Background: an optimization exercise with open tools, aiming at small area. Do not read the settings as production practice.
RTL that was checked went through simulation tests only; none was proved equivalent to the original.
The RTL of runs 1 to 5 was laid out without a check of its function.
Power and IR drop assume default switching activity.

<file path="flow/constraint.sdc">
create_clock -name core_clock -period 20.0 [get_ports {clk}]
set_input_delay 4.0000 -clock core_clock [delete_from_list [all_inputs] [get_ports {clk}]]
set_output_delay 4.0000 -clock core_clock [all_outputs]
set_load 0.01 [all_outputs]
</file>
<file path="flow/config.mk">
export PLATFORM = sky130hd
export DESIGN_NAME = SuperBallPickupMasterRotaryChampionDeluxe5
export DESIGN_NICKNAME = SuperBallPickupMasterRotaryChampionDeluxe5
export VERILOG_FILES = /design/flow/design.v
export SDC_FILE = /design/flow/constraint.sdc
export NUM_CORES = 4
export LEC_CHECK = 0
export CAP_MARGIN = 20
export CORE_MARGIN = 2
export CORE_UTILIZATION = 40
export SLEW_MARGIN = 20
</file>
<file path="flow/design.v">
`timescale 1ns / 1ps
module Contador_Comparador(
	input clk, rst,
	input enable,
	output iguales
	);
reg [12:0] cnt;
wire [12:0] nxt;
assign iguales = cnt[12] & cnt[9] & cnt[8] & cnt[7] & cnt[3];
inc_chain #(13) inc(.q(cnt), .cin(enable & ~iguales), .s(nxt));
always @(posedge rst or posedge clk)
	if (rst) cnt <= 13'd0;
	else cnt <= nxt & ~({13{iguales}} & 13'b1_0011_1000_1000);
endmodule
`timescale 1ns / 1ps
module Debouncer(
	input Clock,
	input Reset,
	input Switch,
	output Sw_Clean
	);
wire Delay_End;
reg c, a, b;
always @(posedge Reset or posedge Clock)
	if (Reset) begin
		c <= 1'b0;
		a <= 1'b0;
		b <= 1'b0;
	end else begin
		c <= c ? ~Delay_End : (b | (a & ~Switch));
		a <= a ^ (c & Delay_End);
		b <= ~c & ~a & ~b & Switch;
	end
assign Sw_Clean = c;
Contador_Comparador CC(.clk(Clock), .rst(Reset), .enable(Switch), .iguales(Delay_End));
endmodule
`timescale 1ns / 1ps
module MaquinaEstados(
	input A,
	input B,
	input clk,
	input reset,
	output step,
	output down
);
reg p, q, r;
wire second = r ? A : B;
always @(posedge clk, posedge reset)
	if (reset) begin
		p <= 1'b0;
		q <= 1'b0;
		r <= 1'b0;
	end else begin
		p <= p ? ~second : (~q & (A ^ B));
		q <= p & second;
		r <= (p | q) ? r : B;
	end
assign step = q;
assign down = r;
endmodule
`timescale 1ns / 1ps
module SumadorRotary #(parameter [11:0] resetValue = 12'd0)(
	input clk,
	input reset,
	input step,
	input down,
	output reg [15:0] result
	);
wire up = step & ~down;
wire dn = step & down;
wire [15:0] s;
add_chain #(16) add(.a(result), .b({{12{up}}, dn, dn, dn, step}), .cin(1'b0), .s(s));
always @(posedge reset or posedge clk)
	if (reset) result <= ~{4'd0, resetValue};
	else result <= s;
endmodule
`timescale 1ns / 1ps
module RotaryEncoders #(parameter [11:0] resetValue = 12'd0)(
	input clk,
	input reset,
	input LeftA,
	input LeftB,
	input RightA,
	input RightB,
	output [15:0] result,	 
	output [15:0] result2,
	output moved		 
	);
wire la, lb, ra, rb;
wire step1, down1, step2, down2;
Debouncer deb1(.Clock(clk), .Reset(reset), .Switch(LeftA), .Sw_Clean(la));
Debouncer deb2(.Clock(clk), .Reset(reset), .Switch(LeftB), .Sw_Clean(lb));
MaquinaEstados maquina1(.A(la), .B(lb), .clk(clk), .reset(reset), .step(step1), .down(down1));
SumadorRotary #(resetValue) sumador(.clk(clk), .reset(reset), .step(step1), .down(down1), .result(result));
Debouncer deb4(.Clock(clk), .Reset(reset), .Switch(RightA), .Sw_Clean(ra));
Debouncer deb3(.Clock(clk), .Reset(reset), .Switch(RightB), .Sw_Clean(rb));
MaquinaEstados maquina2(.A(ra), .B(rb), .clk(clk), .reset(reset), .step(step2), .down(down2));
SumadorRotary #(resetValue) sumador2(.clk(clk), .reset(reset), .step(step2), .down(down2), .result(result2));
assign moved = step1 | step2;
endmodule
`timescale 1ns / 1ps
module clockdiv(
	input wire clk,
	input wire clr,
	output reg dclk
	);
always @(posedge clk or posedge clr)
	if (clr) dclk <= 1'b0;
	else dclk <= ~dclk;
endmodule
`timescale 1ns / 1ps
module vga640x480(
	input wire clk,			 
	input wire pix_en,		 
	input wire moved,		 
	input wire clr,			 
	input [15:0] nposx,		 
	input [15:0] nposy,
	input [15:0] nposx2,
	input [15:0] nposy2,
	output wire hsync,
	output wire vsync,
	output wire [2:0] red,
	output wire [2:0] green,
	output wire [1:0] blue,
	output [3:0] score1,
	output [3:0] score2
	);
reg [10:0] ha;
reg [10:0] va;
wire hend = ~ha[10] & ha[9] & ha[7] & ha[3] & ha[2] & ha[1];		 
wire vend = ~va[10] & va[8] & va[7] & va[6] & va[5] & va[3];		 
wire [10:0] ha_inc, va_inc;
inc_chain #(11) hinc(.q(ha), .cin(pix_en & ~hend), .s(ha_inc));
inc_chain #(11) vinc(.q(va), .cin(pix_en & hend & ~vend), .s(va_inc));
wire hload = pix_en & hend;		 
wire vload = pix_en & hend & vend;	 
always @(posedge clk or posedge clr)
	if (clr) begin
		ha <= -11'sd145;
		va <= -11'sd32;
	end else begin
		ha <= (ha_inc | ({11{hload}} & 11'b101_0110_0001)) & ~({11{hload}} & 11'b000_1000_0000);
		va <= (va_inc | ({11{vload}} & 11'b110_0000_0000)) & ~({11{vload}} & 11'b000_0000_1000);
	end
assign hsync = ~ha[10] | (ha[9] & ha[8] & ha[7] & ha[6] & (ha[5] | ha[4] | (ha[3] & ha[2] & ha[1] & ha[0])));
assign vsync = ~va[10] | va[4] | va[3] | va[2] | va[1];
reg [8:0] ball;
wire [10:0] nball = {2'b11, ~ball};
wire [10:0] dh1, dv1, dh2, dv2, dhb, dvb;
add_chain #(11) sh1(.a(ha), .b({1'b1, nposx[9:0]}),  .cin(1'b1), .s(dh1));
add_chain #(11) sv1(.a(va), .b({1'b1, nposy[9:0]}),  .cin(1'b1), .s(dv1));
add_chain #(11) sh2(.a(ha), .b({1'b1, nposx2[9:0]}), .cin(1'b1), .s(dh2));
add_chain #(11) sv2(.a(va), .b({1'b1, nposy2[9:0]}), .cin(1'b1), .s(dv2));
add_chain #(11) shb(.a(ha), .b(nball), .cin(1'b1), .s(dhb));
add_chain #(11) svb(.a(va), .b(nball), .cin(1'b1), .s(dvb));
wire h1 = &nposx[15:10]  & ~|dh1[10:5] & ~(dh1[4] & (dh1[3] | dh1[2] | (dh1[1] & dh1[0])));
wire v1 = &nposy[15:10]  & ~|dv1[10:5] & ~(dv1[4] & (dv1[3] | dv1[2] | (dv1[1] & dv1[0])));
wire h2 = &nposx2[15:10] & ~|dh2[10:5] & ~(dh2[4] & (dh2[3] | dh2[2] | (dh2[1] & dh2[0])));
wire v2 = &nposy2[15:10] & ~|dv2[10:5] & ~(dv2[4] & (dv2[3] | dv2[2] | (dv2[1] & dv2[0])));
wire hb = ~|dhb[10:4] & ~(dhb[3] & (dhb[2] | dhb[1] | dhb[0]));
wire vb = ~|dvb[10:4] & ~(dvb[3] & (dvb[2] | dvb[1] | dvb[0]));
wire p1 = h1 & v1;
wire p2 = h2 & v2;
wire pb = hb & vb;
reg [7:0] player1_color;
reg [7:0] player2_color;
assign {red, green, blue} = (p1 & p2 & pb) ? 8'b101_110_01 :
                            p1 ? player1_color :
                            p2 ? player2_color :
                            pb ? 8'b001_111_01 : 8'b0;
reg [8:0] random;
wire rend = random[8] & random[7] & random[4];	 
wire [8:0] random_inc;
inc_chain #(9) rinc(.q(random), .cin(pix_en & ~rend), .s(random_inc));
always @(posedge clk or posedge clr)
	if (clr) random <= 9'd0;
	else random <= random_inc & ~({9{pix_en & rend}} & 9'b1_1001_0000);
wire [9:0] cx1, cy1, cx2, cy2;
add_chain #(10) scx1(.a({1'b0, ball}), .b({1'b1, nposx[8:0]}),  .cin(1'b1), .s(cx1));
add_chain #(10) scy1(.a({1'b0, ball}), .b({1'b1, nposy[8:0]}),  .cin(1'b1), .s(cy1));
add_chain #(10) scx2(.a({1'b0, ball}), .b({1'b1, nposx2[8:0]}), .cin(1'b1), .s(cx2));
add_chain #(10) scy2(.a({1'b0, ball}), .b({1'b1, nposy2[8:0]}), .cin(1'b1), .s(cy2));
wire in1x = &nposx[15:9]  & ~|cx1[9:5] & ~(cx1[4] & (cx1[3] | (cx1[2] & (cx1[1] | cx1[0]))));
wire in1y = &nposy[15:9]  & ~|cy1[9:5] & ~(cy1[4] & (cy1[3] | (cy1[2] & (cy1[1] | cy1[0]))));
wire in2x = &nposx2[15:9] & ~|cx2[9:5] & ~(cx2[4] & (cx2[3] | (cx2[2] & (cx2[1] | cx2[0]))));
wire in2y = &nposy2[15:9] & ~|cy2[9:5] & ~(cy2[4] & (cy2[3] | (cy2[2] & (cy2[1] | cy2[0]))));
reg moved_q;
wire catch1 = moved_q & in1x & in1y;
wire catch2 = moved_q & ~(in1x & in1y) & in2x & in2y;
wire [7:0] c1_inc, c2_inc;
inc_chain #(8) c1i(.q(player1_color), .cin(catch1), .s(c1_inc));
inc_chain #(8) c2i(.q(player2_color), .cin(catch2), .s(c2_inc));
always @(posedge clk or posedge clr)
	if (clr) begin
		moved_q <= 1'b0;
		ball <= 9'd300;
		player1_color <= 8'b11100110;
		player2_color <= 8'b00101011;
	end else begin
		moved_q <= moved;
		if (catch1 | catch2) ball <= random;
		player1_color <= c1_inc;
		player2_color <= c2_inc;
	end
assign score1 = player1_color[3:0] - 4'd6;
assign score2 = player2_color[3:0] - 4'd11;
endmodule
`timescale 1ns / 1ps
module inc_chain #(parameter N = 4)(
	input [N-1:0] q,
	input cin,
	output [N-1:0] s
	);
wire [N:0] c;
assign c[0] = cin;
genvar i;
generate for (i = 0; i < N; i = i + 1) begin : g
	assign s[i] = q[i] ^ c[i];
	assign c[i+1] = q[i] & c[i];
end endgenerate
endmodule
module add_chain #(parameter N = 4)(
	input [N-1:0] a,
	input [N-1:0] b,
	input cin,
	output [N-1:0] s
	);
wire [N:0] c;
assign c[0] = cin;
genvar i;
generate for (i = 0; i < N; i = i + 1) begin : g
	assign s[i] = a[i] ^ b[i] ^ c[i];
	assign c[i+1] = (a[i] & b[i]) | (a[i] & c[i]) | (b[i] & c[i]);
end endgenerate
endmodule
`timescale 1ns / 1ps
module Timer(
	input clk, rst,
	output toggle
	);
localparam [17:0] FIRST = 18'h0db34;
localparam [17:0] LAST  = 18'h26c9a;
reg [17:0] lfsr;
assign toggle = (lfsr == LAST);
always @(posedge rst, posedge clk)
	if (rst) lfsr <= FIRST;
	else lfsr <= {lfsr[16:0], lfsr[17] ^ lfsr[10]} ^ {8'd0, toggle, 9'd0};
endmodule
`timescale 1ns / 1ps
module bin_to_hex(
    input w,
    input x,
    input y,
    input z,
    output [6:0] num
    );
		assign num[6]= (~w&~x&~y&z)| (~w&x&~y&~z)| (w&x&~y&z)| (w&~x&y&z);
		assign num[5]= (w&x&y&z)| (w&x&y&~z)| (w&x&~y&~z)| (w&~x&y&z)|(~w&x&y&~z)|(~w&x&~y&z);
		assign num[4]= (~w&~x&y&~z)| (w&x&~y&~z)| (w&x&y);
		assign num[3]= (x&y&z)| (~x&~y&z)| (w&~x&y&~z)| (~w&x&~y&~z);
		assign num[2]= (~w&z)| (~x&~y&z)| (~w&x&~y);
		assign num[1] = (~w&~x&~y&z)| (~w&~x&y&z)| (~w&~x&y&~z)| (~w&x&y&z)| (w&x&~y&z);
		assign num[0]= (~w&~x&~y)| (~w&x&y&z)| (w&x&~y&~z);
endmodule
`timescale 1ns / 1ps
module Display(
	input clk,
	input rst,
	input [3:0] score1,
	input [3:0] score2,
	output [6:0] numOut,
	output [3:0] transistor
	);
wire tggl;
reg [1:0] sw;
Timer dispTimer(.clk(clk), .rst(rst), .toggle(tggl));
always @(posedge rst, posedge clk)
	if (rst) sw <= 2'd0;
	else if (tggl) sw <= sw + 2'd1;
wire [3:0] cur = sw[0] ? (sw[1] ? 4'd1 : 4'd2) : (sw[1] ? score1 : score2);
assign transistor = sw[0] ? (sw[1] ? 4'b1110 : 4'b1011) : (sw[1] ? 4'b1101 : 4'b0111);
bin_to_hex converter(.w(cur[3]), .x(cur[2]), .y(cur[1]), .z(cur[0]), .num(numOut));
endmodule
`timescale 1ns / 1ps
module SuperBallPickupMasterRotaryChampionDeluxe5(
	input LeftA,
	input LeftB,
	input RightA,
	input RightB,
	input LeftA2,
	input LeftB2,
	input RightA2,
	input RightB2,
	input wire clk,			 
	input wire reset,			 
	output wire [6:0] seg,	 
	output wire [3:0] an,	 
	output wire dp,			 
	output wire [2:0] red,	 
	output wire [2:0] green, 
	output wire [1:0] blue,	 
	output wire hsync,		 
	output wire vsync,			 
	output resetOut
	);
assign dp = 1;
wire [15:0] posx, posy, posx2, posy2;
wire moved1, moved2;
wire dclk;
wire [3:0] score1, score2;
RotaryEncoders #(12'd100) rot(.clk(clk), .reset(reset), .LeftA(LeftA), .LeftB(LeftB), .RightA(RightA), .RightB(RightB), .result(posx), .result2(posy), .moved(moved1));
RotaryEncoders #(12'd400) rot2(.clk(clk), .reset(reset), .LeftA(LeftA2), .LeftB(LeftB2), .RightA(RightA2), .RightB(RightB2), .result(posx2), .result2(posy2), .moved(moved2));
clockdiv U1(.clk(clk), .clr(reset), .dclk(dclk));
vga640x480 U3(.clk(clk), .pix_en(~dclk), .moved(moved1 | moved2), .clr(reset), .hsync(hsync), .vsync(vsync),
	.nposx(posx), .nposy(posy), .nposx2(posx2), .nposy2(posy2), .red(red), .green(green), .blue(blue),
	.score1(score1), .score2(score2));
Display outputDisp(.clk(clk), .rst(reset), .score1(score1), .score2(score2), .numOut(seg), .transistor(an));
assign resetOut = reset;
endmodule
</file>
<file path="flow/run.sh">
#!/bin/bash
# synth_recipe.tcl (not shown) runs the flow's synth.tcl, then flattens the netlist and writes it again
# the make line also repeats each setting of config.mk as NAME=value (left out here)
make -C /OpenROAD-flow-scripts/flow DESIGN_CONFIG=/design/flow/config.mk WORK_HOME=/design/flow/orfs CLKGATE_MAP_FILE= SYNTH_SCRIPT=/design/flow/synth_recipe.tcl finish
</file>
==> results of run 1 <==
## how the worst min path moves through the flow
stage	from	end	slack, ns	cells after the start
after floorplan	outputDisp.dispTimer.lfsr[13]$_DFF_PP0_	outputDisp.dispTimer.lfsr[14]$_DFF_PP1_	0.35	0
after global placement	outputDisp.dispTimer.lfsr[14]$_DFF_PP1_	outputDisp.dispTimer.lfsr[15]$_DFF_PP1_	0.35	0
after detailed placement	outputDisp.dispTimer.lfsr[3]$_DFF_PP0_	outputDisp.dispTimer.lfsr[4]$_DFF_PP1_	0.36	0
after CTS	outputDisp.dispTimer.lfsr[14]$_DFF_PP1_	outputDisp.dispTimer.lfsr[15]$_DFF_PP1_	0.36	0
after global routing	outputDisp.dispTimer.lfsr[14]$_DFF_PP1_	outputDisp.dispTimer.lfsr[15]$_DFF_PP1_	0.36	0
final	outputDisp.dispTimer.lfsr[14]$_DFF_PP1_	outputDisp.dispTimer.lfsr[15]$_DFF_PP1_	0.36	0
## cells by family after synthesis
kind of cell | after synthesis | synth area share, %
multiplexers | 20 | 1.55
other | 1 | 0.0253
adder cells (fa/ha/maj) | 288 | 30.8
flip-flops | 282 | 48.4
AO/OA/AOI/OAI | 90 | 4.15
XOR/XNOR | 56 | 3.31
buffers and inverters | 94 | 2.45
AND/OR/NAND/NOR | 246 | 9.23
## synthesized netlist by cell type, types with 6 or more instances
cell type and instances:
dfrtp_1 193, ha_1 160, fa_1 128, dfstp_2 89
inv_1 83, xnor2_1 41, nor2_1 40, and2_1 38
nand2_1 30, and3_1 25, nor2b_1 21, a21oi_1 20
nand3_1 19, nor3_1 16, nor4_1 15, o21ai_0 15
xor2_1 15, mux2_2 13, nand4_1 12, nor4b_1 8
clkbuf_1 7, o22ai_1 7, a211oi_1 6, mux2i_1 6
nand2b_1 6
## sequential cells by signal, summed over array words and instances (netlist names), 2 cells and up
| name | flops |
|---|---|
| rot2.deb1.CC.cnt | 13 |
| rot2.sumador.result | 16 |
| U3.player1_color | 8 |
| U3.random | 9 |
| U3.va | 11 |
| outputDisp.dispTimer.lfsr | 18 |
| outputDisp.sw | 2 |
| U3.ball | 9 |
| rot2.deb4.CC.cnt | 13 |
| rot.deb4.CC.cnt | 13 |
| rot.sumador2.result | 16 |
| rot.deb2.CC.cnt | 13 |
| rot2.deb2.CC.cnt | 13 |
| rot.deb3.CC.cnt | 13 |
| rot2.sumador2.result | 16 |
| rot2.deb3.CC.cnt | 13 |
| rot.sumador.result | 16 |
| rot.deb1.CC.cnt | 13 |
| U3.player2_color | 8 |
| U3.ha | 11 |
## routing by layer
layer / routed length, µm / global-route usage [%] / vias up / share of wire (%)
li1: - / - / 3782 / -
met1: 11900 / 19.8 / 4041 / 48
met2: 11300 / 22.0 / 111 / 45
met3: 1070 / 2.12 / 48 / 4.3
met4: 618 / 3.90 / 0 / 2.5
met5: 0 / 0 / - / 0
## area by class of cell
cell class                 count  area, µm²  area share [%]
timing repair buffer          36        368            2.19
sequential                   282       7170            42.7
tap                          468        586            3.49
clock buffer                  42        877            5.23
clock inverter                14        178            1.06
inverter                      83        319            1.90
multi-input combinational    701       7290            43.4
## metrics by stage
step / setup WS [ns] / power (mW) / hold slack (ns) / instance area, µm² / instances
detailed placement: 9.20 / 1.23 / 0.357 / 15700 / 1569
floorplan: 8.37 / 1.11 / 0.347 / 14800 / 1077
global placement: 9.33 / 1.20 / 0.354 / 15700 / 1569
global route: 8.22 / 1.94 / 0.360 / 16800 / 1626
finish: 8.60 / 1.79 / 0.360 / 16800 / 1626
CTS: 8.54 / 1.83 / 0.361 / 16700 / 1625
## report_power, final
| part | leakage (nW) | internal, mW | total [mW] | switching [mW] |
|---|---|---|---|---|
| logic | 4.34 | 0.175 | 0.356 | 0.181 |
| registers | 3.42 | 0.742 | 0.855 | 0.113 |
| clock network | 0.515 | 0.356 | 0.582 | 0.226 |
==> flow_summary_export.csv, run 1 <==
group,metric,value,unit
drt,drtIter0Drc,379,
setup_path,crit_path_end,"blue[0]",
setup_path,path_depth,20,
grt,gr-total-overflow,0,
synth,synthArstFlopShare,100,%
final_layout,postLayoutCoreUtil,46.0,%
synth,synth-edff-count,0,
sta,fin_crit_sh,57.0,%
synth,syn_area,0.0148,mm²
synth,synth.area.top_cells,"dfrtp_1, fa_1, dfstp_2, ha_1, xnor2_1",
final_layout,synthToLayoutAreaGrowth,13.4,%
clock_tree,cts_resized,0,
pwr,p_leak,8.27,nW
sta,maxSlewHeadroom,36.2,%
setup_path,arrival,7.40,ns
drt,via_per_inst,4.91,
sta,hold_viol,0,
synth,syn_nets,1375,
setup_path,r2r_slack,13.04,ns
setup_path,slowest_delay,0.61,ns
setup_path,cp-end-kind,"output port",
placed_design,place_hpwl,18200,µm
sta,fmax,87.7,MHz
clock_tree,insertion_delay,0.56,ns
sta,finalSetupViolations,0,
floorplan,num_rows,70,
synth,synthCells,1077,
grt,grt_pass1_wl,43500,µm
sta,layout_min_cycle_time,11.40,ns
floorplan,fp.dieArea,0.0386,mm²
setup_path,crit_start,"U3.ha[0]$_DFF_PP1_",
sta,fin_skew,0.00935,ns
synth,post-synth-top-area-fraction,32.6,%
run,drv_cap,0,
drt,finalWirelength,24900,µm
clock_tree,clockBufferDepth,3,
pwr,power.density,107,mW/mm²
clock_tree,cts-buffers-inserted,30,
clock_tree,cts_tree,"done",
setup_path,crit_path_max_fanout,10,
clock_tree,htreeDepth,1,
setup_path,cp-start-kind,"flop",
setup_path,slowest_stage,"a211oi_2",
setup_path,path_common_cell,"fa_1",
clock_tree,clkTransAtPathRegs,0.06,ns
placed_design,port_buffers,31,
setup_path,reg2reg_depth,26,
floorplan,die_h,196,µm
sta,setup_tns,0,ns
setup_path,r2r_end,"U3.player2_color[7]$_DFF_PP0_",
drt,first_pass_iters,5,
synth,netlist.top_cell.by_area,"dfrtp_1",
sta,rsz0062_at_grt,"no",
clock_tree,hold_buffers,0,
synth,synth-main-ff-cell,"dfrtp_1",
status,status,"no timing/DRC/antenna violations",
synth,avgSynthCellArea,13.7,µm²
floorplan,die_width,196,µm
setup_path,critPathBufInv,5,
clock_tree,numClockSinks,282,
setup_path,crit_type,"flop to output port",
drt,ant_nets,0,
grt,antenna_found_initial,0,
sta,report.final.slew_viol_count,0,
pwr,ir_drop,0.0741,mV
drt,vias,7982,
drt,wl_per_cell,15.3,µm
drt,route.detailed.drc,0,
floorplan,ioPinCount,33,
floorplan,core,0.0365,mm²
grt,track_usage,13.8,%
final_layout,diodes,0,
synth,ys_ff_latch,282,
grt,grt_max_degree,137,
setup_path,required,16.00,ns
synth,synth-seq-area-share,48.4,%
floorplan,initial_utilization,40.5,%
min_path,min_path_type,"flop to flop",
grt,grt_pass1_vias,8504,
final_layout,layout_commonest_cell,"dfrtp_1",
setup_path,crit_chain,"inv_1, ha_1, inv_1, fa_1, fa_1, inv_1, fa_1, inv_1, fa_1, fa_1, fa_1, fa_1, fa_1, fa_1, nor4_1, nand3_1, a211oi_2, nor3_1, a221o_1, clkdlybuf4s50_1",
final_layout,final_cell_mix,"dfrtp_1, ha_1, fa_1",
placed_design,routabilityCongestion,0.798,
clock_tree,cts_setup_buffers,0,
final_layout,layout-drive-gt1-share,14.9,%
final_layout,nFillCells,3241,
synth,yosys.cell_types.count,56,
final_layout,nets,1432,
sta,worstMarginPinSlew,0.952,ns
synth,ys_warn_count,9,
setup_path,cp_top_family,"adder cells",
setup_path,r2r_start,"U3.ball[0]$_DFFE_PP0P_",
clock_tree,cts_root_buffer,"clkbuf_16",
==> run 2: changes to the inputs <==
--- a/flow/config.mk
+++ b/flow/config.mk
@@ -10,2 +10,3 @@
 export CORE_UTILIZATION = 40
+export CTS_BUF_LIST = sky130_fd_sc_hd__clkbuf_4
 export SLEW_MARGIN = 20
==> run 2 against run 1 <==
Against the previous run:
- still clean on timing, DRC and antenna
- fmax down 1.7%
- clock-buffer cell count up 76
- sequential share of layout area up 0.21 points
- worst setup slack worse by 0.20 ns
- global-route usage up 0.58 points
- utilization down 0.23 points
- design area down 0.49%
- first-iteration DRC count down 4.2%
- clock power down 12%
- non-clock buffer count down 1
==> flow_summary_export.csv, run 2 <==
group,metric,value,unit
clock_tree,htreeDepth,3,
synth,syn_nets,1375,
synth,ys_warn_count,9,
drt,dr_wl_met3,1190,µm
drt,drtIter0Drc,363,
sta,finalSetupViolations,0,
synth,synth-main-ff-cell,"dfrtp_1",
clock_tree,cts_resized,0,
setup_path,path_common_cell,"fa_1",
synth,ys_ff_latch,282,
sta,maxSlewHeadroom,35.2,%
drt,ant_nets,0,
placed_design,place_hpwl,18200,µm
placed_design,routabilityCongestion,0.798,
sta,report.final.slew_viol_count,0,
min_path,min_path_type,"flop to flop",
clock_tree,cts-buffers-inserted,77,
grt,gr-total-overflow,0,
pwr,p_clk_share,29.6,%
grt,grt_max_degree,137,
setup_path,required,16.00,ns
synth,synthArstFlopShare,100,%
clock_tree,insertion_delay,0.74,ns
setup_path,r2r_slack,13.01,ns
sta,rsz0062_at_grt,"no",
setup_path,crit_chain,"inv_1, ha_1, inv_1, fa_1, fa_1, inv_1, fa_1, inv_1, fa_1, fa_1, fa_1, fa_1, fa_1, fa_1, nor4_1, nand4_1, a211oi_2, nor3_1, a221o_1, clkdlybuf4s50_1",
final_layout,layout-drive-gt1-share,19.8,%
clock_tree,cts_root_buffer,"clkbuf_4",
sta,layout_min_cycle_time,11.60,ns
clock_tree,hold_buffers,0,
final_layout,layout_commonest_cell,"dfrtp_1",
drt,top_layer_used,"met4",
final_layout,nFillCells,3324,
sta,setup_tns,0,ns
floorplan,ioPinCount,33,
clock_tree,clkTransAtPathRegs,0.06,ns
floorplan,fp.dieArea,0.0386,mm²
sta,hold_viol,0,
pwr,sw_frac_of_total,30.4,%
sta,fmax,86.2,MHz
pwr,combPwrFrac,20.6,%
setup_path,crit_path_max_fanout,10,
floorplan,core,0.0365,mm²
final_layout,final_cell_mix,"dfrtp_1, ha_1, fa_1",
drt,wl_met2,11700,µm
final_layout,nets,1478,
clock_tree,clockBufferDepth,3,
setup_path,cp-end-kind,"output port",
drt,via_per_inst,4.84,
final_layout,regArea,0.00717,mm²
floorplan,die_width,196,µm
setup_path,cp-start-kind,"flop",
drt,vias,8269,
pwr,power.internal,1.20,mW
synth,post-synth-top-area-fraction,32.6,%
clock_tree,cts_tree,"done",
synth,syn_area,0.0148,mm²
grt,antenna_found_initial,2,
synth,netlist.top_cell.by_area,"dfrtp_1",
run,drv_cap,0,
grt,grt_pass1_vias,8931,
pwr,p_seq_share,49.7,%
setup_path,slowest_stage,"a211oi_2",
pwr,p_leak,8.33,nW
sta,fin_crit_sh,58.0,%
sta,fin_skew,0.0546,ns
clock_tree,numClockSinks,282,
synth,synthTopCellsByCount,"dfrtp_1, ha_1, fa_1",
drt,finalWirelength,25200,µm
drt,wl_met1,11700,µm
final_layout,largest_reg_flops,18,
synth,synthCells,1077,
sta,worstMarginPinSlew,0.972,ns
setup_path,arrival,7.60,ns
synth,synth-seq-area-share,48.4,%
floorplan,initial_utilization,40.5,%
placed_design,port_buffers,31,
floorplan,die_h,196,µm
pwr,power.density,103,mW/mm²
grt,grt_pass1_wl,44300,µm
final_layout,synthToLayoutAreaGrowth,12.9,%
drt,route.detailed.drc,0,
setup_path,slowest_delay,0.60,ns
synth,synth.area.top_cells,"dfrtp_1, fa_1, dfstp_2, ha_1, xnor2_1",
synth,yosysMostFrequentCell,"dfrtp_1",
status,status,"no timing/DRC/antenna violations",
placed_design,place_ws,9.20,ns
final_layout,top_register,"outputDisp.dispTimer.lfsr",
pwr,switchingPower,523,µW
drt,first_pass_iters,4,
setup_path,crit_type,"flop to output port",
final_layout,multi_input_area,0.00729,mm²
floorplan,num_rows,70,
clock_tree,cts_setup_buffers,0,
sta,worst_slack,8.40,ns
synth,avgSynthCellArea,13.7,µm²
pwr,ir_drop,0.0428,mV
synth,synth-edff-count,0,
drt,wl_per_cell,14.7,µm
synth,yosys.cell_types.count,56,
grt,track_usage,14.4,%
[run 2: final cells by class]
| class | instances | share of cell area (%) |
|---|---|---|
| Timing Repair Buffer | 35 | 2.04 |
| Sequential cell | 282 | 42.9 |
| Multi-Input combinational cell | 701 | 43.6 |
| Inverter | 83 | 1.91 |
| Antenna cell | 4 | 0.0599 |
| Clock buffer | 118 | 5.30 |
| Clock inverter | 17 | 0.622 |
| Tap cell | 468 | 3.51 |
[run 2: per-layer routing]
metal | vias to the layer above | track usage [%]
met1 | 4147 | 19.3
met4 | 0 | 6.29
li1 | 3926 | -
met3 | 51 | 3.63
met5 | - | 0
met2 | 145 | 22.3
[run 2: kinds of logic after synthesis]
logic type / after synthesis / synth area share, %
compound gates: 90 / 4.15
xor+xnor: 56 / 3.31
fa+ha+maj: 288 / 30.8
buf+inv: 94 / 2.45
flops: 282 / 48.4
mux: 20 / 1.55
other cells: 1 / 0.0253
simple gates: 246 / 9.23
[run 2: final timing paths]
kind,start,depth (start not counted),to
min in group asynchronous,reset,2,rot2.sumador2.result[8]$_DFF_PP0_
worst min-delay path,outputDisp.dispTimer.lfsr[14]$_DFF_PP1_,0,outputDisp.dispTimer.lfsr[15]$_DFF_PP1_
worst min register to register,outputDisp.dispTimer.lfsr[14]$_DFF_PP1_,0,outputDisp.dispTimer.lfsr[15]$_DFF_PP1_
worst max register to register,U3.ball[0]$_DFFE_PP0P_,26,U3.player2_color[7]$_DFF_PP0_
max in group asynchronous,reset,4,rot.deb1.CC.cnt[3]$_DFF_PP0_
worst max-delay path,U3.va[0]$_DFF_PP0_,20,blue[0]
[run 2: power by group through the flow]
stage / logic [mW] / registers [mW] / clock network [mW]
final: 0.355 / 0.855 / 0.510
after global routing: 0.433 / 0.876 / 0.574
after detailed placement: 0.363 / 0.867 / 0
after CTS: 0.365 / 0.859 / 0.538
after global placement: 0.339 / 0.865 / 0
after floorplan: 0.278 / 0.829 / 0
[run 2: per-stage QoR]
step | total power [mW] | area, µm² | hold slack (ns) | instances | util, %
floorplan | 1.11 | 14800 | 0.347 | 1077 | -
global placement | 1.20 | 15700 | 0.354 | 1569 | 43.0
detailed placement | 1.23 | 15700 | 0.357 | 1569 | 43.0
CTS | 1.76 | 16700 | 0.364 | 1704 | 45.7
global route | 1.88 | 16700 | 0.368 | 1708 | 45.7
finish | 1.72 | 16700 | 0.365 | 1708 | 45.7
[run 2: worst max-delay path: cells and delay by family (launching register included)]
family | cells | cell delay [ns]
compound gates | 2 | 0.92
flops | 1 | 0.38
fa+ha+maj | 10 | 4.07
simple gates | 3 | 0.71
buf+inv | 5 | 0.81
==> run 3: changes to the inputs <==
==> flow/flow/run.sh (new file) <==
#!/bin/bash
# Layout flow: the standard synthesis and layout, with a lighter clock tree
# (small buffers, no dummy loads) and the smallest buffer on the ports.
set -euo pipefail
bash standard.sh synth > synth.log 2>&1
bash standard.sh \
  "CTS_ARGS=-sink_clustering_enable -repair_clock_nets -dont_use_dummy_load -buf_list sky130_fd_sc_hd__clkbuf_4" \
  "BUFFER_PORTS_ARGS=-buffer_cell sky130_fd_sc_hd__buf_1" \
  finish > layout.log 2>&1
==> flow/standard.sh (new file) <==
#!/bin/bash
# synth_recipe.tcl (not shown) runs the flow's synth.tcl, then flattens the netlist and writes it again
# the make line also repeats each setting of config.mk as NAME=value (left out here)
make -C /OpenROAD-flow-scripts/flow DESIGN_CONFIG=/design/flow/config.mk WORK_HOME=/design/flow/orfs CLKGATE_MAP_FILE= SYNTH_SCRIPT=/design/flow/synth_recipe.tcl "${@:-finish}"
--- a/flow/config.mk
+++ b/flow/config.mk
@@ -10,3 +10,2 @@
 export CORE_UTILIZATION = 40
-export CTS_BUF_LIST = sky130_fd_sc_hd__clkbuf_4
 export SLEW_MARGIN = 20
removed: flow/run.sh
==> run 3 against run 2 <==
Against the previous run:
- area after synthesis is the same
- critical path type unchanged
- register-to-register slack lost 0.06 ns
- fmax grew 4.5%
- clock-buffer cell count shrank 39
- still clean on timing, DRC and antenna
- clock power shrank 25%
- via count shrank 1.5%
- total power shrank 7.6%
- synthesized cell count is the same
- combinational power shrank 2%
==> flow_summary_export.csv, run 3 <==
group,metric,value,unit
placed_design,port_buffers,31,
synth,yosysMostFrequentCell,"dfrtp_1",
placed_design,routabilityCongestion,0.790,
final_layout,layout-drive-gt1-share,16.9,%
clock_tree,numClockSinks,282,
floorplan,initial_utilization,40.5,%
sta,setup_tns,0,ns
sta,maxSlewHeadroom,33.2,%
synth,syn_nets,1375,
floorplan,ioPinCount,33,
grt,antenna_found_initial,1,
final_layout,regArea,0.00717,mm²
drt,finalWirelength,24800,µm
pwr,power.density,98.8,mW/mm²
synth,syn_area,0.0148,mm²
sta,finalSetupViolations,0,
setup_path,required,16.00,ns
drt,first_pass_iters,4,
drt,ant_nets,0,
synth,post-synth-top-area-fraction,32.6,%
placed_design,dp.cells,1568,
synth,ys_warn_count,9,
drt,vias,8148,
synth,synth-main-ff-cell,"dfrtp_1",
setup_path,slowest_stage,"a211oi_2",
sta,layout_min_cycle_time,11.10,ns
pwr,p_leak,8.01,nW
setup_path,crit_type,"flop to output port",
setup_path,cp-start-kind,"flop",
setup_path,crit_chain,"inv_1, ha_1, inv_1, fa_1, fa_1, inv_1, fa_1, inv_1, fa_1, fa_1, fa_1, fa_1, fa_1, fa_1, nor4_1, nand3_1, a211oi_2, nor3_1, a221o_1, buf_1",
drt,wl_met2,11100,µm
synth,avgSynthCellArea,13.7,µm²
clock_tree,clkTransAtPathRegs,0.06,ns
setup_path,arrival,7.10,ns
clock_tree,htreeDepth,3,
drt,wl_met1,12000,µm
synth,synth.area.top_cells,"dfrtp_1, fa_1, dfstp_2, ha_1, xnor2_1",
sta,report.final.slew_viol_count,0,
clock_tree,cts-buffers-inserted,79,
pwr,ir_drop,0.0323,mV
clock_tree,insertion_delay,0.70,ns
final_layout,final_area,0.0161,mm²
synth,synth-seq-area-share,48.4,%
final_layout,stdcell_count,1648,
clock_tree,clockBufferDepth,3,
grt,grt_max_degree,133,
floorplan,core,0.0365,mm²
final_layout,top_register,"outputDisp.dispTimer.lfsr",
final_layout,nFillCells,3361,
final_layout,nets,1479,
grt,gr-total-overflow,0,
drt,wl_per_cell,15.1,µm
sta,hold_viol,0,
clock_tree,cts_resized,0,
final_layout,synthToLayoutAreaGrowth,8.69,%
synth,ys_ff_latch,282,
grt,grt_pass1_wl,43700,µm
final_layout,multi_input_area,0.00728,mm²
floorplan,die_h,196,µm
drt,route.detailed.drc,0,
synth,synthCells,1077,
placed_design,place_hpwl,18000,µm
run,drv_cap,0,
synth,synthTopCellsByCount,"dfrtp_1, ha_1, fa_1",
final_layout,final_cell_mix,"dfrtp_1, ha_1, fa_1",
clock_tree,cts_root_buffer,"clkbuf_4",
min_path,min_path_type,"flop to flop",
sta,fin_skew,0.0746,ns
floorplan,fp.dieArea,0.0386,mm²
synth,yosys.cell_types.count,56,
synth,synthArstFlopShare,100,%
setup_path,slowest_delay,0.63,ns
grt,track_usage,14.2,%
sta,worstMarginPinSlew,0.997,ns
final_layout,layout_commonest_cell,"dfrtp_1",
sta,fin_crit_sh,55.5,%
placed_design,place_area,0.0155,mm²
setup_path,cp-end-kind,"output port",
drt,dr_wl_met3,1220,µm
sta,fmax,90.1,MHz
drt,top_layer_used,"met4",
clock_tree,hold_buffers,0,
clock_tree,cts_setup_buffers,0,
final_layout,largest_reg_flops,18,
sta,rsz0062_at_grt,"no",
synth,synth-edff-count,0,
clock_tree,cts_tree,"done",
floorplan,die_width,196,µm
grt,grt_pass1_vias,8884,
status,status,"no timing/DRC/antenna violations",
synth,netlist.top_cell.by_area,"dfrtp_1",
floorplan,num_rows,70,
setup_path,crit_path_max_fanout,10,
drt,via_per_inst,4.94,
drt,drtIter0Drc,413,
setup_path,path_common_cell,"fa_1",
==> run 3: changes by cell type in the layout (fill, tap and decap cells not counted), sizes merged <==
cell	change
buf	+30
bufinv	-1
clkbuf	-39
clkdlybuf4s50	-31
clkinv	-13
clkinvlp	-2
diode	-3
inv	-1
==> run 3: final timing paths <==
kind / from / end / slack (ns) / cells past startpoint
worst max-delay path: U3.ha[0]$_DFF_PP1_ / blue[0] / 8.90 / 20
worst min-delay path: outputDisp.dispTimer.lfsr[14]$_DFF_PP1_ / outputDisp.dispTimer.lfsr[15]$_DFF_PP1_ / 0.36 / 0
worst min register to register: outputDisp.dispTimer.lfsr[14]$_DFF_PP1_ / outputDisp.dispTimer.lfsr[15]$_DFF_PP1_ / 0.36 / 0
worst max register to register: U3.ball[0]$_DFFE_PP0P_ / U3.player2_color[7]$_DFF_PP0_ / 12.95 / 26
min in group asynchronous: reset / rot2.sumador2.result[8]$_DFF_PP0_ / 3.57 / 2
max in group asynchronous: reset / rot.deb2.CC.cnt[2]$_DFF_PP0_ / 14.88 / 3
==> run 3: kinds of logic (layout without fill, tap and decap cells) <==
group | Yosys count | count (layout) | share of synthesized area [%]
fa+ha+maj | 288 | 288 | 30.8
flops | 282 | 282 | 48.4
simple gates | 246 | 246 | 9.23
buf+inv | 94 | 196 | 2.45
compound gates | 90 | 90 | 4.15
xor+xnor | 56 | 56 | 3.31
mux | 20 | 20 | 1.55
other cells | 1 | 2 | 0.0253
==> run 3: power by group <==
part / leakage (nW) / total [mW] / switching, mW / internal (mW)
logic: 4.23 / 0.349 / 0.179 / 0.170
clock network: 0.363 / 0.384 / 0.205 / 0.178
registers: 3.42 / 0.857 / 0.114 / 0.743
total: 8.01 / 1.59 / 0.498 / 1.09
==> run 3: per-stage QoR <==
| stage | power, mW | utilization, % | hold slack, ns | setup WS (ns) |
|---|---|---|---|---|
| finish | 1.59 | 44.0 | 0.356 | 8.90 |
| global route | 1.74 | 44.0 | 0.364 | 8.52 |
| CTS | 1.63 | 44.0 | 0.358 | 8.82 |
| detailed placement | 1.23 | 42.4 | 0.354 | 9.59 |
| global placement | 1.20 | 42.4 | 0.354 | 9.69 |
| floorplan | 1.11 | - | 0.347 | 8.37 |
==> run 3: final cells by class <==
type / instances / share of cell area (%)
antenna: 1 / 0.0156
clock buffer: 79 / 3.69
inverter: 83 / 1.98
multi-input combinational: 701 / 45.2
sequential: 282 / 44.6
tap: 468 / 3.64
timing repair buffer: 34 / 0.863
==> run 3: layer usage <==
metal | vias up | track usage [%]
met4 | 0 | 5.27
met1 | 4063 | 19.6
met5 | - | 0
li1 | 3885 | -
met2 | 145 | 21.5
met3 | 55 | 3.83
==> run 3: worst max-delay path: cells and delay by family, from the launching register on <==
family	cells	cell delay (ns)
and+or+nand+nor	3	0.61
buffers and inverters	5	0.46
adders and majority gates	10	4.04
DFF	1	0.37
AOI/OAI and AO/OA	2	0.94
==> run 4: changes to the inputs <==
--- a/flow/flow/run.sh
+++ b/flow/flow/run.sh
@@ -6,3 +6,3 @@
 bash standard.sh \
-  "CTS_ARGS=-sink_clustering_enable -repair_clock_nets -dont_use_dummy_load -buf_list sky130_fd_sc_hd__clkbuf_4" \
+  "CTS_ARGS=-sink_clustering_enable -repair_clock_nets -dont_use_dummy_load -buf_list sky130_fd_sc_hd__clkbuf_8 -sink_clustering_size 12 -sink_clustering_max_diameter 40" \
   "BUFFER_PORTS_ARGS=-buffer_cell sky130_fd_sc_hd__buf_1" \
==> run 4 against run 3 <==
Against the previous run:
- still clean
- combinational power about the same
- sequential share of layout area decreased by 0.066 points
- synthesized cell count unchanged
- utilization increased by 0.065 points
- area after synthesis unchanged
- wire length decreased by 1.0%
- global-route usage decreased by 0.20 points
- design area increased by 0.15%
- critical path depth unchanged
- critical endpoint unchanged
==> flow_summary_export.csv, run 4 <==
group,metric,value,unit
grt,grt_max_degree,133,
final_layout,stdcell_count,1613,
floorplan,core,0.0365,mm²
synth,ys_warn_count,9,
final_layout,top_register,"outputDisp.dispTimer.lfsr",
placed_design,place_ws,9.59,ns
pwr,power.density,99.4,mW/mm²
sta,finalSetupViolations,0,
pwr,p_seq_share,53.5,%
clock_tree,cts_root_buffer,"clkbuf_8",
clock_tree,clkTransAtPathRegs,0.07,ns
sta,layout_min_cycle_time,10.98,ns
synth,synthTopCellsByCount,"dfrtp_1, ha_1, fa_1",
clock_tree,cts_tree,"done",
min_path,holdPathEnd,"outputDisp.dispTimer.lfsr[14]$_DFF_PP1_",
pwr,p_leak,7.97,nW
sta,setup_tns,0,ns
placed_design,dp.cells,1568,
synth,synthCells,1077,
drt,via_per_inst,4.91,
final_layout,nets,1445,
grt,track_usage,14.0,%
drt,first_pass_iters,4,
pwr,sw_frac_of_total,30.7,%
synth,yosys.cell_types.count,56,
min_path,hp-start,"outputDisp.dispTimer.lfsr[13]$_DFF_PP0_",
floorplan,die_width,196,µm
sta,rsz0062_at_grt,"no",
synth,synth-main-ff-cell,"dfrtp_1",
drt,vias,7913,
placed_design,routabilityCongestion,0.790,
sta,fmax,91.1,MHz
grt,gr-total-overflow,0,
min_path,hold_depth,0,
clock_tree,insertion_delay,0.57,ns
clock_tree,cts_setup_buffers,0,
synth,post-synth-top-area-fraction,32.6,%
setup_path,crit_start,"U3.va[0]$_DFF_PP0_",
drt,wl_per_cell,15.2,µm
synth,synth.area.top_cells,"dfrtp_1, fa_1, dfstp_2, ha_1, xnor2_1",
pwr,power.internal,1.11,mW
final_layout,final_cell_mix,"dfrtp_1, ha_1, fa_1",
final_layout,layout-drive-gt1-share,14.4,%
grt,grt_pass1_vias,8596,
sta,fin_crit_sh,54.9,%
grt,antenna_found_initial,0,
clock_tree,htreeDepth,2,
run,drv_cap,0,
setup_path,reg2reg_depth,26,
synth,ys_ff_latch,282,
sta,worst_slack,9.02,ns
drt,drtIter0Drc,425,
sta,hold_viol,0,
setup_path,cp-start-kind,"flop",
sta,fin_skew,0.0386,ns
sta,report.final.slew_viol_count,0,
clock_tree,numClockSinks,282,
setup_path,cp-end-kind,"output port",
final_layout,layout_commonest_cell,"dfrtp_1",
setup_path,r2r_start,"U3.ball[0]$_DFFE_PP0P_",
sta,worstMarginPinSlew,1.00,ns
floorplan,fp.dieArea,0.0386,mm²
drt,ant_nets,0,
setup_path,required,16.00,ns
synth,syn_nets,1375,
sta,timing.hold.ws,0.349,ns
final_layout,postLayoutCoreUtil,44.1,%
synth,synth-edff-count,0,
placed_design,place_hpwl,18000,µm
synth,yosysMostFrequentCell,"dfrtp_1",
clock_tree,cts-buffers-inserted,45,
drt,route.detailed.drc,0,
final_layout,diodes,0,
floorplan,ioPinCount,33,
final_layout,largest_reg_flops,18,
synth,synth-seq-area-share,48.4,%
final_layout,nFillCells,3321,
synth,netlist.top_cell.by_area,"dfrtp_1",
synth,avgSynthCellArea,13.7,µm²
floorplan,initial_utilization,40.5,%
pwr,ir_drop,0.0438,mV
setup_path,arrival,6.98,ns
clock_tree,hold_buffers,0,
pwr,combPwrFrac,21.7,%
synth,synthArstFlopShare,100,%
synth,syn_area,0.0148,mm²
setup_path,r2r_slack,12.99,ns
status,status,"no timing/DRC/antenna violations",
clock_tree,cts_resized,0,
placed_design,port_buffers,31,
floorplan,die_h,196,µm
clock_tree,clockBufferDepth,3,
pwr,p_clk_share,24.8,%
min_path,min_path_type,"flop to flop",
setup_path,crit_path_max_fanout,10,
drt,finalWirelength,24600,µm
setup_path,r2r_end,"U3.player2_color[7]$_DFF_PP0_",
grt,grt_pass1_wl,43400,µm
floorplan,num_rows,70,
final_layout,synthToLayoutAreaGrowth,8.85,%
setup_path,crit_type,"flop to output port",
pwr,switchingPower,492,µW
sta,maxSlewHeadroom,32.9,%
==> run 4: how the worst max path moves through the flow <==
stage / end / depth (start not counted)
after floorplan: U1.dclk$_DFF_PP0_ / 1
after global placement: green[1] / 20
after detailed placement: blue[0] / 20
after CTS: blue[0] / 20
after global routing: blue[0] / 20
final: blue[0] / 20
==> run 4: power groups by stage <==
stage | sequential, mW | clock (mW) | combinational (mW)
after floorplan | 0.829 | 0 | 0.278
after global placement | 0.865 | 0 | 0.336
final | 0.857 | 0.397 | 0.348
after detailed placement | 0.868 | 0 | 0.359
after CTS | 0.861 | 0.421 | 0.358
after global routing | 0.877 | 0.443 | 0.428
==> run 4: cell families after synthesis <==
kind of cell / synth area share (%)
buf+inv: 2.45
other cells: 0.0253
simple gates: 9.23
fa+ha+maj: 30.8
xor+xnor: 3.31
compound gates: 4.15
mux: 1.55
flops: 48.4
==> run 4: worst max-delay path, cell delays in order (launching register included) <==
cell and delay (ns):
dfrtp_1 0.37, inv_1 0.12, ha_1 0.16, inv_1 0.05, fa_1 0.46, fa_1 0.42, inv_1 0.09, fa_1 0.17
inv_1 0.06, fa_1 0.48, fa_1 0.47, fa_1 0.46, fa_1 0.47, fa_1 0.47, fa_1 0.49, nor4_1 0.31
nand4_1 0.14, a211oi_2 0.59, nor3_1 0.22, a221o_1 0.30, buf_1 0.13
==> run 4: cell type report <==
type                       count  area (µm²)  share of cell area (%)
clock buffer                  45         619                    3.84
inverter                      83         319                    1.98
multi-input combinational    701        7280                    45.2
sequential                   282        7170                    44.5
tap                          468         586                    3.63
timing repair buffer          34         139                   0.862
==> run 4: through the flow <==
step / total power, mW / instance area [µm²]
after floorplan: 1.11 / 14800
after global placement: 1.20 / 15500
after detailed placement: 1.23 / 15500
after CTS: 1.64 / 16100
after global routing: 1.75 / 16100
final: 1.60 / 16100
==> run 4: per-layer routing <==
layer	global-route usage [%]	up-vias	share of wire, %
li1	-	3782	-
met2	21.5	112	45
met3	2.65	51	4.0
met5	0	-	0
met1	19.9	3968	49
met4	5.02	0	2.9
==> run 5: changes to the inputs <==
--- a/flow/flow/run.sh
+++ b/flow/flow/run.sh
@@ -6,3 +6,3 @@
 bash standard.sh \
-  "CTS_ARGS=-sink_clustering_enable -repair_clock_nets -dont_use_dummy_load -buf_list sky130_fd_sc_hd__clkbuf_8 -sink_clustering_size 12 -sink_clustering_max_diameter 40" \
+  "CTS_ARGS=-sink_clustering_enable -repair_clock_nets -dont_use_dummy_load -buf_list sky130_fd_sc_hd__clkbuf_16 -sink_clustering_size 25 -sink_clustering_max_diameter 50" \
   "BUFFER_PORTS_ARGS=-buffer_cell sky130_fd_sc_hd__buf_1" \
==> run 5 against run 4 <==
Against the previous run:
- design area grew 1.4%
- sequential share of layout area down 0.63 points
- critical path type unchanged
- flip-flop and latch count unchanged
- combinational power about the same
- utilization increased by 0.63 points
- clock-buffer cell count is 11 lower
- still clean
==> flow_summary_export.csv, run 5 <==
group,metric,value,unit
pwr,power,1.71,mW
pwr,power.internal,1.21,mW
placed_design,place_ws,9.59,ns
clock_tree,cts_resized,0,
floorplan,die_width,196,µm
clock_tree,cts_tree,"done",
min_path,hold_depth,0,
final_layout,top_register,"outputDisp.dispTimer.lfsr",
clock_tree,clkTransAtPathRegs,0.07,ns
sta,fin_crit_sh,54.6,%
final_layout,regArea,0.00717,mm²
synth,synth-main-ff-cell,"dfrtp_1",
drt,route.detailed.drc,0,
setup_path,crit_type,"flop to output port",
grt,antenna_found_initial,0,
final_layout,multi_input_area,0.00728,mm²
sta,layout_min_cycle_time,10.92,ns
grt,gr-total-overflow,0,
floorplan,die_h,196,µm
pwr,combPwrFrac,20.4,%
synth,syn_area,0.0148,mm²
drt,vias,7869,
synth,synthCells,1077,
setup_path,slowest_stage,"a211oi_2",
pwr,p_leak,8.07,nW
drt,via_per_inst,4.91,
final_layout,nFillCells,3287,
pwr,p_seq_share,50.1,%
sta,hold_viol,0,
clock_tree,htreeDepth,2,
synth,netlist.top_cell.by_area,"dfrtp_1",
synth,synthTopCellsByCount,"dfrtp_1, ha_1, fa_1",
synth,synth-seq-area-share,48.4,%
clock_tree,cts-buffers-inserted,34,
setup_path,arrival,6.92,ns
setup_path,required,16.00,ns
pwr,power.density,105,mW/mm²
setup_path,crit_chain,"inv_1, ha_1, inv_1, fa_1, fa_1, inv_1, fa_1, inv_1, fa_1, fa_1, fa_1, fa_1, fa_1, fa_1, nor4_1, nand3_1, a211oi_2, nor3_1, a221o_1, buf_1",
grt,grt_pass1_wl,43200,µm
final_layout,largest_reg_flops,18,
sta,fmax,91.6,MHz
synth,ys_warn_count,9,
grt,grt_max_degree,133,
floorplan,num_rows,70,
final_layout,layout_commonest_cell,"dfrtp_1",
sta,setup_tns,0,ns
synth,avgSynthCellArea,13.7,µm²
floorplan,ioPinCount,33,
drt,ant_nets,0,
synth,yosysMostFrequentCell,"dfrtp_1",
pwr,switchingPower,502,µW
setup_path,reg2reg_depth,26,
setup_path,cp-start-kind,"flop",
synth,synth-edff-count,0,
sta,rsz0062_at_grt,"no",
sta,worst_slack,9.08,ns
synth,post-synth-top-area-fraction,32.6,%
synth,yosys.cell_types.count,56,
pwr,ir_drop,0.0587,mV
setup_path,crit_path_max_fanout,10,
sta,maxSlewHeadroom,33.2,%
run,drv_cap,0,
synth,syn_nets,1375,
final_layout,nets,1434,
clock_tree,insertion_delay,0.52,ns
sta,worstMarginPinSlew,0.998,ns
setup_path,slowest_delay,0.63,ns
placed_design,port_buffers,31,
setup_path,path_common_cell,"fa_1",
drt,finalWirelength,24500,µm
synth,ys_ff_latch,282,
synth,synth.area.top_cells,"dfrtp_1, fa_1, dfstp_2, ha_1, xnor2_1",
placed_design,place_hpwl,18000,µm
clock_tree,cts_setup_buffers,0,
placed_design,place_area,0.0155,mm²
drt,wl_per_cell,15.3,µm
sta,finalSetupViolations,0,
pwr,sw_frac_of_total,29.3,%
final_layout,final_area,0.0163,mm²
final_layout,synthToLayoutAreaGrowth,10.4,%
status,status,"no timing/DRC/antenna violations",
final_layout,layout-drive-gt1-share,13.6,%
synth,synthArstFlopShare,100,%
setup_path,cp-end-kind,"output port",
drt,drtIter0Drc,438,
clock_tree,cts_root_buffer,"clkbuf_16",
grt,track_usage,13.9,%
drt,first_pass_iters,4,
final_layout,final_cell_mix,"dfrtp_1, ha_1, fa_1",
placed_design,routabilityCongestion,0.790,
floorplan,initial_utilization,40.5,%
clock_tree,hold_buffers,0,
clock_tree,clockBufferDepth,3,
floorplan,core,0.0365,mm²
final_layout,diodes,0,
grt,grt_pass1_vias,8507,
sta,fin_skew,0.0531,ns
sta,timing.hold.ws,0.349,ns
clock_tree,numClockSinks,282,
min_path,min_path_type,"flop to flop",
sta,report.final.slew_viol_count,0,
floorplan,fp.dieArea,0.0386,mm²
pwr,p_clk_share,29.6,%
## run 5: kinds of logic (layout without fill, tap and decap cells)
| family | Yosys count | after routing | synth area share (%) |
|---|---|---|---|
| other | 1 | 1 | 0.0253 |
| DFF | 282 | 282 | 48.4 |
| and+or+nand+nor | 246 | 246 | 9.23 |
| buffers and inverters | 94 | 151 | 2.45 |
| AOI/OAI and AO/OA | 90 | 90 | 4.15 |
| xor gates and xnor gates | 56 | 56 | 3.31 |
| adders and majority gates | 288 | 288 | 30.8 |
| muxes | 20 | 20 | 1.55 |
## run 5: layout make-up
class                      count  area share, %
multi-input combinational    701           44.5
timing repair buffer          34          0.850
inverter                      83           1.95
clock buffer                  34           5.21
tap                          468           3.58
sequential                   282           43.9
## run 5: final timing paths
check                                                        start                                       to  slack (ns)
max                                             U3.ha[0]$_DFF_PP1_                                  blue[0]        9.08
min                        outputDisp.dispTimer.lfsr[13]$_DFF_PP0_  outputDisp.dispTimer.lfsr[14]$_DFF_PP1_        0.35
max reg2reg                                 U3.ball[0]$_DFFE_PP0P_            U3.player2_color[7]$_DFF_PP0_       12.99
min reg2reg                outputDisp.dispTimer.lfsr[13]$_DFF_PP0_  outputDisp.dispTimer.lfsr[14]$_DFF_PP1_        0.35
max in group asynchronous                                    reset                 rot.maquina2.q$_DFF_PP0_       14.72
min in group asynchronous                                    reset            U3.player2_color[6]$_DFF_PP0_        3.74
## run 5: per-layer routing
metal	vias to the layer above	track usage (%)	routed length, µm
li1	3766	-	-
met1	3947	20.0	11900
met2	112	21.6	11100
met3	44	2.17	944
met4	0	4.57	605
met5	-	0	0
## run 5: metrics by stage
step | utilization [%] | cells
6_report | 44.7 | 1602
2_1_floorplan | - | 1077
3_5_place_dp | 42.4 | 1568
5_1_grt | 44.7 | 1602
4_1_cts | 44.7 | 1602
3_3_place_gp | 42.4 | 1568
## run 5: worst max-delay path: cells and delay by family, from the launching register on
family / cells / cell delay, ns
fa+ha+maj: 10 / 4.04
buf+inv: 5 / 0.46
compound gates: 2 / 0.93
simple gates: 3 / 0.61
flops: 1 / 0.37
## run 5: power by group through the flow
stage | Clock, mW | Combinational, mW | Sequential (mW)
after floorplan | 0 | 0.278 | 0.829
after global placement | 0 | 0.336 | 0.865
after detailed placement | 0 | 0.359 | 0.868
after CTS | 0.528 | 0.359 | 0.861
after global routing | 0.551 | 0.428 | 0.878
final | 0.506 | 0.349 | 0.857
==> run 6: changes to the inputs <==
--- a/flow/design.v
+++ b/flow/design.v
@@ -71,3 +71,3 @@
 wire [15:0] s;
-add_chain #(16) add(.a(result), .b({{12{up}}, dn, dn, dn, step}), .cin(1'b0), .s(s));
+add_chain #(16) add(.a(result), .b({{12{up}}, dn, dn, dn, step}), .cin(1'b0), .s(s), .co());
 always @(posedge reset or posedge clk)
@@ -148,16 +148,17 @@
 reg [8:0] ball;
-wire [10:0] nball = {2'b11, ~ball};
-wire [10:0] dh1, dv1, dh2, dv2, dhb, dvb;
-add_chain #(11) sh1(.a(ha), .b({1'b1, nposx[9:0]}),  .cin(1'b1), .s(dh1));
-add_chain #(11) sv1(.a(va), .b({1'b1, nposy[9:0]}),  .cin(1'b1), .s(dv1));
-add_chain #(11) sh2(.a(ha), .b({1'b1, nposx2[9:0]}), .cin(1'b1), .s(dh2));
-add_chain #(11) sv2(.a(va), .b({1'b1, nposy2[9:0]}), .cin(1'b1), .s(dv2));
-add_chain #(11) shb(.a(ha), .b(nball), .cin(1'b1), .s(dhb));
-add_chain #(11) svb(.a(va), .b(nball), .cin(1'b1), .s(dvb));
-wire h1 = &nposx[15:10]  & ~|dh1[10:5] & ~(dh1[4] & (dh1[3] | dh1[2] | (dh1[1] & dh1[0])));
-wire v1 = &nposy[15:10]  & ~|dv1[10:5] & ~(dv1[4] & (dv1[3] | dv1[2] | (dv1[1] & dv1[0])));
-wire h2 = &nposx2[15:10] & ~|dh2[10:5] & ~(dh2[4] & (dh2[3] | dh2[2] | (dh2[1] & dh2[0])));
-wire v2 = &nposy2[15:10] & ~|dv2[10:5] & ~(dv2[4] & (dv2[3] | dv2[2] | (dv2[1] & dv2[0])));
-wire hb = ~|dhb[10:4] & ~(dhb[3] & (dhb[2] | dhb[1] | dhb[0]));
-wire vb = ~|dvb[10:4] & ~(dvb[3] & (dvb[2] | dvb[1] | dvb[0]));
+wire [9:0] dh1, dh2, dhb;
+wire [8:0] dv1, dv2, dvb;
+wire ch1, ch2, chb, cv1, cv2, cvb;
+add_chain #(10) sh1(.a(ha[9:0]), .b(nposx[9:0]),  .cin(1'b1), .s(dh1), .co(ch1));
+add_chain #(10) sh2(.a(ha[9:0]), .b(nposx2[9:0]), .cin(1'b1), .s(dh2), .co(ch2));
+add_chain #(10) shb(.a(ha[9:0]), .b({1'b1, ~ball}), .cin(1'b1), .s(dhb), .co(chb));
+add_chain #(9)  sv1(.a(va[8:0]), .b(nposy[8:0]),  .cin(1'b1), .s(dv1), .co(cv1));
+add_chain #(9)  sv2(.a(va[8:0]), .b(nposy2[8:0]), .cin(1'b1), .s(dv2), .co(cv2));
+add_chain #(9)  svb(.a(va[8:0]), .b(~ball), .cin(1'b1), .s(dvb), .co(cvb));
+wire h1 = ~ha[10] & &nposx[15:10]  & ch1 & ~|dh1[9:5] & ~(dh1[4] & (dh1[3] | dh1[2] | (dh1[1] & dh1[0])));
+wire h2 = ~ha[10] & &nposx2[15:10] & ch2 & ~|dh2[9:5] & ~(dh2[4] & (dh2[3] | dh2[2] | (dh2[1] & dh2[0])));
+wire v1 = ~va[10] & &nposy[15:9]   & cv1 & ~|dv1[8:5] & ~(dv1[4] & (dv1[3] | dv1[2] | (dv1[1] & dv1[0])));
+wire v2 = ~va[10] & &nposy2[15:9]  & cv2 & ~|dv2[8:5] & ~(dv2[4] & (dv2[3] | dv2[2] | (dv2[1] & dv2[0])));
+wire hb = ~ha[10] & chb & ~|dhb[9:4] & ~(dhb[3] & (dhb[2] | dhb[1] | dhb[0]));
+wire vb = ~va[10] & cvb & ~|dvb[8:4] & ~(dvb[3] & (dvb[2] | dvb[1] | dvb[0]));
 wire p1 = h1 & v1;
@@ -178,11 +179,12 @@
 	else random <= random_inc & ~({9{pix_en & rend}} & 9'b1_1001_0000);
-wire [9:0] cx1, cy1, cx2, cy2;
-add_chain #(10) scx1(.a({1'b0, ball}), .b({1'b1, nposx[8:0]}),  .cin(1'b1), .s(cx1));
-add_chain #(10) scy1(.a({1'b0, ball}), .b({1'b1, nposy[8:0]}),  .cin(1'b1), .s(cy1));
-add_chain #(10) scx2(.a({1'b0, ball}), .b({1'b1, nposx2[8:0]}), .cin(1'b1), .s(cx2));
-add_chain #(10) scy2(.a({1'b0, ball}), .b({1'b1, nposy2[8:0]}), .cin(1'b1), .s(cy2));
-wire in1x = &nposx[15:9]  & ~|cx1[9:5] & ~(cx1[4] & (cx1[3] | (cx1[2] & (cx1[1] | cx1[0]))));
-wire in1y = &nposy[15:9]  & ~|cy1[9:5] & ~(cy1[4] & (cy1[3] | (cy1[2] & (cy1[1] | cy1[0]))));
-wire in2x = &nposx2[15:9] & ~|cx2[9:5] & ~(cx2[4] & (cx2[3] | (cx2[2] & (cx2[1] | cx2[0]))));
-wire in2y = &nposy2[15:9] & ~|cy2[9:5] & ~(cy2[4] & (cy2[3] | (cy2[2] & (cy2[1] | cy2[0]))));
+wire [8:0] cx1, cy1, cx2, cy2;
+wire kx1, ky1, kx2, ky2;
+add_chain #(9) scx1(.a(ball), .b(nposx[8:0]),  .cin(1'b1), .s(cx1), .co(kx1));
+add_chain #(9) scy1(.a(ball), .b(nposy[8:0]),  .cin(1'b1), .s(cy1), .co(ky1));
+add_chain #(9) scx2(.a(ball), .b(nposx2[8:0]), .cin(1'b1), .s(cx2), .co(kx2));
+add_chain #(9) scy2(.a(ball), .b(nposy2[8:0]), .cin(1'b1), .s(cy2), .co(ky2));
+wire in1x = &nposx[15:9]  & kx1 & ~|cx1[8:5] & ~(cx1[4] & (cx1[3] | (cx1[2] & (cx1[1] | cx1[0]))));
+wire in1y = &nposy[15:9]  & ky1 & ~|cy1[8:5] & ~(cy1[4] & (cy1[3] | (cy1[2] & (cy1[1] | cy1[0]))));
+wire in2x = &nposx2[15:9] & kx2 & ~|cx2[8:5] & ~(cx2[4] & (cx2[3] | (cx2[2] & (cx2[1] | cx2[0]))));
+wire in2y = &nposy2[15:9] & ky2 & ~|cy2[8:5] & ~(cy2[4] & (cy2[3] | (cy2[2] & (cy2[1] | cy2[0]))));
 reg moved_q;
@@ -226,3 +228,4 @@
 	input cin,
-	output [N-1:0] s
+	output [N-1:0] s,
+	output co
 	);
@@ -235,2 +238,3 @@
 end endgenerate
+assign co = c[N];
 endmodule
--- a/flow/flow/run.sh
+++ b/flow/flow/run.sh
@@ -6,3 +6,3 @@
 bash standard.sh \
-  "CTS_ARGS=-sink_clustering_enable -repair_clock_nets -dont_use_dummy_load -buf_list sky130_fd_sc_hd__clkbuf_16 -sink_clustering_size 25 -sink_clustering_max_diameter 50" \
+  "CTS_ARGS=-sink_clustering_enable -repair_clock_nets -dont_use_dummy_load -buf_list sky130_fd_sc_hd__clkbuf_4 -sink_clustering_size 8 -sink_clustering_max_diameter 200" \
   "BUFFER_PORTS_ARGS=-buffer_cell sky130_fd_sc_hd__buf_1" \
==> run 6 against run 5 <==
Against the previous run:
- clock skew is 0.012 ns higher
- flip-flop and latch count did not move
- utilization decreased by 1.4 points
- clock power down 45%
- synthesized cell count down 0.93%
- non-clock buffer count stayed put
==> flow_summary_export.csv, run 6 <==
group,metric,value,unit
sta,fmax,89.5,MHz
grt,antenna_found_initial,1,
synth,synth-seq-area-share,48.4,%
final_layout,layout-drive-gt1-share,14.9,%
final_layout,top_register,"outputDisp.dispTimer.lfsr",
drt,via_per_inst,4.95,
setup_path,crit_type,"flop to output port",
synth,yosys.cell_types.count,57,
sta,finalSetupViolations,0,
drt,finalWirelength,24500,µm
run,drv_cap,0,
synth,syn_area,0.0148,mm²
drt,ant_nets,0,
setup_path,arrival,7.17,ns
clock_tree,cts_root_buffer,"clkbuf_4",
synth,ys_warn_count,9,
setup_path,reg2reg_depth,25,
setup_path,crit_start,"U3.ha[0]$_DFF_PP1_",
sta,rsz0062_at_grt,"no",
pwr,power.density,93.4,mW/mm²
synth,post-synth-top-area-fraction,32.6,%
setup_path,slowest_stage,"and4_1",
placed_design,place_ws,9.50,ns
setup_path,r2r_slack,12.86,ns
synth,syn_nets,1362,
setup_path,r2r_start,"U3.ball[0]$_DFFE_PP0P_",
final_layout,synthToLayoutAreaGrowth,6.81,%
sta,layout_min_cycle_time,11.17,ns
sta,fin_crit_sh,55.9,%
synth,avgSynthCellArea,13.9,µm²
setup_path,path_common_cell,"fa_1",
min_path,min_path_type,"flop to flop",
drt,route.detailed.drc,0,
drt,wl_per_cell,15.3,µm
setup_path,crit_path_max_fanout,13,
final_layout,final_area,0.0158,mm²
synth,synthCells,1067,
setup_path,slowest_delay,0.59,ns
sta,fin_skew,0.0653,ns
synth,netlist.top_cell.by_area,"dfrtp_1",
sta,maxSlewHeadroom,33.5,%
grt,track_usage,13.7,%
final_layout,final_cell_mix,"dfrtp_1, ha_1, fa_1",
floorplan,initial_utilization,40.5,%
final_layout,layout_commonest_cell,"dfrtp_1",
grt,grt.met3_usage,2.65,%
floorplan,die_h,196,µm
synth,synth-edff-count,0,
drt,drtIter0Drc,336,
setup_path,cp-end-kind,"output port",
floorplan,die_width,196,µm
grt,gr-total-overflow,0,
placed_design,place_hpwl,17500,µm
grt,gr-max-usage-layer,"met2",
pwr,ir_drop,0.0420,mV
placed_design,routabilityCongestion,0.794,
grt,use_met1,19.3,%
clock_tree,numClockSinks,282,
placed_design,dp.cells,1555,
synth,ys_ff_latch,282,
synth,yosysMostFrequentCell,"dfrtp_1",
clock_tree,cts-buffers-inserted,41,
clock_tree,clkTransAtPathRegs,0.09,ns
synth,synthTopCellsByCount,"dfrtp_1, ha_1, fa_1",
clock_tree,cts_resized,0,
clock_tree,htreeDepth,2,
drt,first_pass_iters,7,
status,status,"no timing/DRC/antenna violations",
sta,worst_slack,8.83,ns
drt,vias,7913,
setup_path,required,16.00,ns
[run 6: metrics by stage]
step / utilization (%) / power (mW) / hold WS, ns
2_1_floorplan: - / 1.10 / 0.347
3_3_place_gp: 42.5 / 1.19 / 0.353
3_5_place_dp: 42.5 / 1.22 / 0.355
4_1_cts: 43.3 / 1.51 / 0.364
5_1_grt: 43.3 / 1.62 / 0.366
6_report: 43.3 / 1.48 / 0.362
[run 6: area by class of cell]
class                   count  area, µm²
diodes                      1       2.50
inverters                  81        312
clock buffers              41        308
well taps                 468        586
repair buffers             34        151
fillers                  3311      20700
multi-input cells         690       7290
flip-flops and latches    282       7170
[run 6: cell families after synthesis]
kind of cell / synth area share (%)
multiplexers: 2.26
AND/OR/NAND/NOR: 9.62
AO/OA/AOI/OAI: 3.72
XOR/XNOR: 2.96
adder cells (fa/ha/maj): 30.5
other: 0.0253
flip-flops: 48.4
buffers and inverters: 2.48
[run 6: metal layers]
metal / share of wire [%] / wire length, µm
met1: 47 / 11500
met2: 46 / 11300
met3: 4.8 / 1180
met4: 2.0 / 492
met5: 0 / 0
[run 6: where the power goes]
part	internal, mW	switching [mW]
Sequential	0.740	0.114
Combinational	0.169	0.174
Clock	0.0945	0.185
[run 6: critical path: cells and delay by family (launching register included)]
kind | cells | cell delay (ns)
adder cells (fa/ha/maj) | 10 | 4.01
AND/OR/NAND/NOR | 3 | 1.00
buffers and inverters | 5 | 0.47
multiplexers | 2 | 0.66
flip-flops | 1 | 0.37
[run 6: worst min-delay path by stage]
| stage | from | to | slack (ns) | cells after the start |
|---|---|---|---|---|
| finish | outputDisp.dispTimer.lfsr[11]$_DFF_PP1_ | outputDisp.dispTimer.lfsr[12]$_DFF_PP1_ | 0.36 | 0 |
| global route | outputDisp.dispTimer.lfsr[11]$_DFF_PP1_ | outputDisp.dispTimer.lfsr[12]$_DFF_PP1_ | 0.37 | 0 |
| CTS | outputDisp.dispTimer.lfsr[4]$_DFF_PP1_ | outputDisp.dispTimer.lfsr[5]$_DFF_PP1_ | 0.36 | 0 |
| detailed placement | outputDisp.dispTimer.lfsr[11]$_DFF_PP1_ | outputDisp.dispTimer.lfsr[12]$_DFF_PP1_ | 0.36 | 0 |
| global placement | outputDisp.dispTimer.lfsr[7]$_DFF_PP0_ | outputDisp.dispTimer.lfsr[8]$_DFF_PP1_ | 0.35 | 0 |
| floorplan | outputDisp.dispTimer.lfsr[13]$_DFF_PP0_ | outputDisp.dispTimer.lfsr[14]$_DFF_PP1_ | 0.35 | 0 |

## what the ideal ports hide
No port has a modelled driver above. Below, the same layouts with a new extraction and two added sets of constraints. Step 1, drivers: a clkbuf_16 drives clk and a buf_2 each remaining input, both assumed. Step 2, shift: input delay + t, output delay - t, t = (earliest + latest rising clock arrival at the registers) / 2. This alone moves slack from input paths to output paths. a / b / c = no drivers / after step 1 / after step 2; a / b = the first two.
run | t (ns) | setup WS [ns]
run 1 | 0.599 | 8.598 / 8.551 / 9.150
run 2 | 0.754 | 8.398 / 8.352 / 9.105
run 3 | 0.713 | 8.896 / 8.851 / 9.564
run 4 | 0.591 | 9.019 / 8.975 / 9.565
run 5 | 0.539 | 9.079 / 9.031 / 9.570
run 6 | 0.693 | 8.828 / 8.779 / 9.471
After both steps setup and hold are still met in every run listed.
